Background: an optimization exercise with open tools, aiming at small area. Do not read the settings as production practice. In this exercise RTL edits were held to simulation tests only and were not proved equivalent to the original.

## fme_satd_8x8
module fme_satd_8x8 (
    clk,
    rstn,
    cur_p0_i, cur_p1_i, cur_p2_i, cur_p3_i,
    cur_p4_i, cur_p5_i, cur_p6_i, cur_p7_i,
    sp0_i,    sp1_i,    sp2_i,    sp3_i,
    sp4_i,    sp5_i,    sp6_i,    sp7_i,
    sp_valid_i,
    satd_8x8_o,
    satd_8x8_valid_o
);
make LEC_CHECK=0 CAP_MARGIN=20 CORE_MARGIN=2 CORE_UTILIZATION=60 CTS_BUF_LIST=sky130_fd_sc_hd__clkbuf_8 CTS_CLUSTER_DIAMETER=50 CTS_CLUSTER_SIZE=16 SLEW_MARGIN=20 finish   # period 7.0 ns
run.sh (not shown) runs the stock make flow with config.mk's settings and CLKGATE_MAP_FILE= SYNTH_SCRIPT=/design/flow/synth_recipe.tcl, a recipe that flattens the netlist after the stock synthesis.
Edit:
Settings changed: CORE_UTILIZATION 60 to 40, CTS_BUF_LIST sky130_fd_sc_hd__clkbuf_8 to sky130_fd_sc_hd__clkbuf_4 sky130_fd_sc_hd__clkbuf_8, CTS_CLUSTER_DIAMETER 50 to 60, CTS_CLUSTER_SIZE 16 to 20.
What happened: The new run ran to the end with no violations. Non-clock buffer count came out lower by 4. First-iteration DRC count shrinks by 10%. Hold slack degrades by 11 ps. Design area rises by 0.44%. Clock skew grows by 17 ps.
Edit:
Settings changed: CORE_UTILIZATION 40 to 60.
Effect:
- The changed run produced a clean layout
- design area decreases by 1.5%
- wire length increases by 3.4%
- global-route usage increases by 8.6 points
- fmax stays flat
- final cell count decreases by 9.4%
- sequential share of layout area increases by 0.65 points
- via count increases by 2.3%
Edit:
Settings changed: CTS_CLUSTER_DIAMETER 60 to 40, CTS_CLUSTER_SIZE 20 to 12.
Result:
- The new run went through all stages and came out clean
- wire length came out higher by 1.4%
- core utilization goes up by 1.9 points
- count of clock-buffer cells in the layout went up by 68
- synthesized cell count does not change
- worst setup slack hardly moves
- design area went up by 2.9%


The RTL this note starts from:
==> flow/design.v <==
`timescale 1ns/100ps
module satd_rca #(parameter W = 8) (
    input  [W-1:0] a,
    input  [W-1:0] b,
    input          ci,
    output [W-1:0] s
);
wire [W:0] c;
assign c[0] = ci;
genvar i;
generate
for (i = 0; i < W; i = i + 1) begin : bit_
    assign s[i]   = a[i] ^ b[i] ^ c[i];
    assign c[i+1] = (a[i] & b[i]) | (c[i] & (a[i] ^ b[i]));
end
endgenerate
endmodule
module satd_csa #(parameter W = 8) (
    input  [W-1:0] a,
    input  [W-1:0] b,
    input  [W-1:0] c,
    output [W-1:0] s,
    output [W-1:0] co
);
assign s  = a ^ b ^ c;
assign co = (a & b) | (c & (a ^ b));
endmodule
module fme_satd_8x8 (
    clk,
    rstn,
    cur_p0_i, cur_p1_i, cur_p2_i, cur_p3_i,
    cur_p4_i, cur_p5_i, cur_p6_i, cur_p7_i,
    sp0_i,    sp1_i,    sp2_i,    sp3_i,
    sp4_i,    sp5_i,    sp6_i,    sp7_i,
    sp_valid_i,
    satd_8x8_o,
    satd_8x8_valid_o
);
input                                 clk;
input                                 rstn;
input		[8-1  : 0] cur_p0_i, cur_p1_i, cur_p2_i, cur_p3_i;
input		[8-1  : 0] cur_p4_i, cur_p5_i, cur_p6_i, cur_p7_i;
input           [8-1  : 0] sp0_i,    sp1_i,    sp2_i,    sp3_i;
input           [8-1  : 0] sp4_i,    sp5_i,    sp6_i,    sp7_i;
input                                 sp_valid_i;
output          [17              : 0] satd_8x8_o;
output                                satd_8x8_valid_o;
reg  [2:0] cnt;           
reg        win;           
wire       adv = sp_valid_i | win;
always @(posedge clk or negedge rstn) begin
    if (~rstn) begin
        cnt <= 3'd0;
        win <= 1'b0;
    end else if (adv) begin
        cnt <= cnt + 3'd1;
        if (cnt == 3'd7) win <= sp_valid_i;
    end
end
reg        adv1;
reg  [1:0] cnt1;
reg  [2:0] load_d;        
reg  [3:0] done_d;        
always @(posedge clk) begin
    adv1   <= adv;
    cnt1   <= cnt[1:0];
    load_d <= {load_d[1:0], adv & (cnt == 3'd7)};
end
always @(posedge clk or negedge rstn) begin
    if (~rstn) done_d <= 4'd0;
    else       done_d <= {done_d[2:0], win & (cnt == 3'd6)};
end
assign satd_8x8_valid_o = done_d[3];
wire [8-1:0] cur [0:7];
wire [8-1:0] sp  [0:7];
assign cur[0] = cur_p0_i; assign cur[1] = cur_p1_i; assign cur[2] = cur_p2_i; assign cur[3] = cur_p3_i;
assign cur[4] = cur_p4_i; assign cur[5] = cur_p5_i; assign cur[6] = cur_p6_i; assign cur[7] = cur_p7_i;
assign sp[0]  = sp0_i;    assign sp[1]  = sp1_i;    assign sp[2]  = sp2_i;    assign sp[3]  = sp3_i;
assign sp[4]  = sp4_i;    assign sp[5]  = sp5_i;    assign sp[6]  = sp6_i;    assign sp[7]  = sp7_i;
reg  [9:0]  f1 [0:3][0:7];
reg  [10:0] f2 [0:1][0:7];
reg  [11:0] f3 [0:7];
reg  [9:0]  r1 [0:7];       
reg  [11:0] r2 [0:7];       
wire h1 = cnt[2];
wire h2 = cnt1[1];
wire h3 = cnt1[0];
genvar g;
generate
for (g = 0; g < 8; g = g + 1) begin : lane
    wire [8:0] x1;
    satd_rca #(9) u_d (.a({1'b0, cur[g]}), .b({1'b1, ~sp[g]}), .ci(1'b1), .s(x1));
    wire [9:0] x1e = {x1[8], x1};
    wire [9:0] o1, i1;
    satd_rca #(10) u_o1 (.a(f1[3][g]), .b(x1e & {10{h1}}),    .ci(1'b0), .s(o1));
    satd_rca #(10) u_i1 (.a(x1e),      .b(~f1[3][g] & {10{h1}}), .ci(h1), .s(i1));
    always @(posedge clk) begin
        if (adv) begin
            f1[0][g] <= i1;
            f1[1][g] <= f1[0][g];
            f1[2][g] <= f1[1][g];
            f1[3][g] <= f1[2][g];
        end
        r1[g] <= o1;
    end
    wire [10:0] x2e = {r1[g][9], r1[g]};
    wire [10:0] o2, i2;
    satd_rca #(11) u_o2 (.a(f2[1][g]), .b(x2e & {11{h2}}),    .ci(1'b0), .s(o2));
    satd_rca #(11) u_i2 (.a(x2e),      .b(~f2[1][g] & {11{h2}}), .ci(h2), .s(i2));
    always @(posedge clk) if (adv1) begin
        f2[0][g] <= i2;
        f2[1][g] <= f2[0][g];
    end
    wire [11:0] x3e = {o2[10], o2};
    wire [11:0] o3, i3;
    satd_rca #(12) u_o3 (.a(f3[g]), .b(x3e & {12{h3}}),    .ci(1'b0), .s(o3));
    satd_rca #(12) u_i3 (.a(x3e),   .b(~f3[g] & {12{h3}}), .ci(h3), .s(i3));
    always @(posedge clk) begin
        if (adv1) f3[g] <= i3;
        r2[g] <= o3;
    end
end
endgenerate
wire [12:0] a [0:7];
wire [13:0] b [0:7];
reg  [13:0] r3 [0:7];
generate
for (g = 0; g < 4; g = g + 1) begin : rs1
    satd_rca #(13) u_s (.a({r2[g][11], r2[g]}), .b({r2[g+4][11], r2[g+4]}),  .ci(1'b0), .s(a[g]));
    satd_rca #(13) u_d (.a({r2[g][11], r2[g]}), .b(~{r2[g+4][11], r2[g+4]}), .ci(1'b1), .s(a[g+4]));
end
for (g = 0; g < 4; g = g + 1) begin : rs2
    localparam integer I = (g < 2) ? g : g + 2;    
    wire [13:0] ae  = {a[I][12],   a[I]};
    wire [13:0] ae2 = {a[I+2][12], a[I+2]};
    satd_rca #(14) u_s (.a(ae), .b(ae2),  .ci(1'b0), .s(b[I]));
    satd_rca #(14) u_d (.a(ae), .b(~ae2), .ci(1'b1), .s(b[I+2]));
end
for (g = 0; g < 8; g = g + 1) begin : rr3
    always @(posedge clk) r3[g] <= b[g];
end
endgenerate
wire [12:0] mv [0:3];      
wire [3:0]  ms;            
generate
for (g = 0; g < 4; g = g + 1) begin : mx
    wire [13:0] p = r3[2*g];
    wire [13:0] q = r3[2*g+1];
    wire        same = ~(p[13] ^ q[13]);
    wire [13:0] qq = q ^ {14{same}};
    wire [14:0] c;                       
    assign c[0] = same;
    genvar k;
    for (k = 0; k < 14; k = k + 1) begin : ch
        assign c[k+1] = (p[k] & qq[k]) | (c[k] & (p[k] | qq[k]));
    end
    wire        selp = c[14] ^ p[13];
    wire [13:0] v = selp ? p : q;
    assign mv[g] = v[12:0] ^ {13{v[13]}};
    assign ms[g] = v[13];
end
endgenerate
wire        load = load_d[2];
reg  [15:0] accs, accc;
wire [15:0] sg = {accs[15:1] & {15{~load}}, accs[0] | load};
wire [15:0] cg = accc & {16{~load}};
wire [12:0] s1, k1;
satd_csa #(13) u_l1a (.a(mv[0]), .b(mv[1]), .c(mv[2]), .s(s1), .co(k1));
wire [15:0] s2, k2;
satd_csa #(16) u_l1b (.a({3'b000, mv[3]}), .b(sg), .c(cg), .s(s2), .co(k2));
wire [15:0] s3, k3;
satd_csa #(16) u_l2 (.a({3'b000, s1}), .b({2'b00, k1, ms[0]}), .c(s2), .s(s3), .co(k3));
wire [15:0] s4, k4;
satd_csa #(16) u_l3 (.a(s3), .b({k3[14:0], ms[1]}), .c({k2[14:0], ms[2]}), .s(s4), .co(k4));
always @(posedge clk) begin
    accs <= s4;
    accc <= {k4[14:0], ms[3]};
end
wire [15:0] acc = accs + accc;
assign satd_8x8_o = {3'b000, acc[15:1]};
endmodule
==> flow/config.mk <==
export PLATFORM = sky130hd
export DESIGN_NAME = fme_satd_8x8
export DESIGN_NICKNAME = fme_satd_8x8
export VERILOG_FILES = /design/flow/design.v
export SDC_FILE = /design/flow/constraint.sdc
export NUM_CORES = 4
export LEC_CHECK = 0
export CAP_MARGIN = 20
export CORE_MARGIN = 2
export CORE_UTILIZATION = 70
export SLEW_MARGIN = 20
==> flow/constraint.sdc <==
create_clock -name core_clock -period 7.0 [get_ports {clk}]
set_input_delay 1.4000 -clock core_clock [delete_from_list [all_inputs] [get_ports {clk}]]
set_output_delay 1.4000 -clock core_clock [all_outputs]
set_load 0.01 [all_outputs]
standard.sh (not shown) runs the stock make flow with config.mk's settings and CLKGATE_MAP_FILE= SYNTH_SCRIPT=/design/flow/synth_recipe.tcl, a recipe that flattens the netlist after the stock synthesis.
==> flow/flow/run.sh <==
#!/bin/bash
# Own layout flow: the standard layout (standard.sh) with three changes.
#  1. After the standard synthesis (unchanged), the combinational logic is mapped again
#     (post.tcl): registers, full/half adders and tie cells are kept as synthesized.
#  2. Port buffers use the smallest buffer cell (buffer_ports -buffer_cell).
#  3. Clock tree synthesis with clkbuf_8 buffers, sinks clustered by 16 within 75 um, and
#     no dummy loads.
# Each tool's output goes to its own log file in the work folder.
set -euo pipefail
W="$(cd "$(dirname "${BASH_SOURCE[0]}")/.." && pwd)"
cd "$W"
F="$W/flow"
PLAT="${FLOW_PLATFORM:-sky130hd}"
R="$W/orfs/results/$PLAT/fme_satd_8x8/base"
LIB="$FLOW_HOME/platforms/$PLAT/lib/sky130_fd_sc_hd__tt_025C_1v80.lib"
PORTBUF="BUFFER_PORTS_ARGS=-buffer_cell sky130_fd_sc_hd__buf_1"
# CTS as the standard flow runs it, with these settings and without dummy loads
CTS="CTS_ARGS=-sink_clustering_enable -repair_clock_nets -sink_clustering_size 16 -sink_clustering_max_diameter 75 -buf_list sky130_fd_sc_hd__clkbuf_8 -dont_use_dummy_load"

# 1. the standard synthesis
bash standard.sh "$PORTBUF" "$R/1_2_yosys.v" > "$W/log_1_synth.log" 2>&1
cp "$R/1_2_yosys.v" "$W/standard_1_2_yosys.v"

# 2. map the combinational logic again
P="$W/post"
mkdir -p "$P"
python3 "$F/gen_models.py" "$LIB" "$P/models.v" \
    sky130_fd_sc_hd__fa_1,sky130_fd_sc_hd__fa_2,sky130_fd_sc_hd__fa_4,sky130_fd_sc_hd__ha_1,sky130_fd_sc_hd__ha_2,sky130_fd_sc_hd__ha_4 \
    > "$W/log_2_models.log" 2>&1
POST_LIB="$LIB" POST_MODELS="$P/models.v" POST_NET="$W/standard_1_2_yosys.v" \
POST_TOP="${FLOW_TOP:-fme_satd_8x8}" POST_DIR="$P" POST_PY="$F/polarity.py" \
POST_ABC="$F/abc_area.script" POST_OUT="$P/1_2_yosys.v" \
    yosys -c "$F/post.tcl" > "$W/log_2_post.log" 2>&1
cp "$P/1_2_yosys.v" "$R/1_2_yosys.v"

# 3. the rest of the standard layout
bash standard.sh "$PORTBUF" "$CTS" finish > "$W/log_3_layout.log" 2>&1
==> flow/flow/abc_area.script <==
strash
dc2
dch
amap
topo
Other scripts of this flow, unchanged in this note and not shown: flow/flow/gen_models.py, flow/flow/polarity.py, flow/flow/post.tcl
The baseline completed without violations.
Next try:
==> flow/flow/abc_area.script (replaced) <==
strash
dch
amap
topo
Global-route usage stays flat.
Area after synthesis hardly moves.
Design area hardly moves.
Setup slack gains 0.054 ns.
Next try:
--- a/flow/flow/run.sh
+++ b/flow/flow/run.sh
@@ -4,6 +4,5 @@
 #     (post.tcl): registers, full/half adders and tie cells are kept as synthesized.
 #  2. Port buffers use the smallest buffer cell (buffer_ports -buffer_cell).
-#  3. Clock tree synthesis with clkbuf_8 buffers, sinks clustered by 16 within 75 um, and
-#     no dummy loads.
+#  3. Clock tree synthesis without dummy loads, with config.mk's clustering settings.
 # Each tool's output goes to its own log file in the work folder.
 set -euo pipefail
@@ -15,5 +14,5 @@
 LIB="$FLOW_HOME/platforms/$PLAT/lib/sky130_fd_sc_hd__tt_025C_1v80.lib"
 PORTBUF="BUFFER_PORTS_ARGS=-buffer_cell sky130_fd_sc_hd__buf_1"
-# CTS as the standard flow runs it, with these settings and without dummy loads
+# CTS as the standard flow runs it with config.mk's settings, without dummy loads
 CTS="CTS_ARGS=-sink_clustering_enable -repair_clock_nets -sink_clustering_size 16 -sink_clustering_max_diameter 75 -buf_list sky130_fd_sc_hd__clkbuf_8 -dont_use_dummy_load"
 
--- a/flow/config.mk
+++ b/flow/config.mk
@@ -8,4 +8,5 @@
 export CAP_MARGIN = 20
 export CORE_MARGIN = 2
-export CORE_UTILIZATION = 70
+export CORE_UTILIZATION = 88
+export PLACE_DENSITY = 0.92
 export SLEW_MARGIN = 20
Effect: The changed run died in global routing (5_1_grt). Area after synthesis does not change. Synthesized cell count stays the same.

-- port drivers added, routing unchanged --
The results above use ideal ports. As a check the final layouts listed here were re-extracted and re-timed, cells and wires unchanged.
Step 1 (the two cells are an assumption about what drives the block):
set clk [get_ports {clk}]
set_driving_cell -lib_cell sky130_fd_sc_hd__clkbuf_16 $clk
set_driving_cell -lib_cell sky130_fd_sc_hd__buf_2 [delete_from_list [all_inputs] $clk]
Step 2 also shifts input and output timing later by t, the mid clock arrival at the registers, as if the neighbouring blocks saw the same clock.
Three values: ideal, step 1, step 2; two values: the first two.
| run | shift t [ns] | slack for setup (ns) | worst slew at a driven data input, ns | pins driven straight from the clock port |
|---|---|---|---|---|
| the first run of note 1 | 0.812 | 0.331 / 0.331 / 0.331 | 0.04 | 1 |
| the second run of note 1 | 0.805 | 0.353 / 0.353 / 0.353 | 0.04 | 1 |
| the third run of note 1 | 0.764 | 0.337 / 0.337 / 0.337 | 0.04 | 1 |
| the fourth run of note 1 | 0.851 | 0.338 / 0.338 / 0.338 | 0.04 | 1 |
| the first run of note 2 | 0.730 | 0.324 / 0.324 / 0.283 | 0.04 | 1 |
| the second run of note 2 | 0.738 | 0.378 / 0.378 / 0.355 | 0.05 | 1 |
After both steps every run listed still meets setup and hold. For the first run of note 2, which loses most, drivers alone change the setup slack by 0.000 ns; drivers and shift together by -0.041 ns.
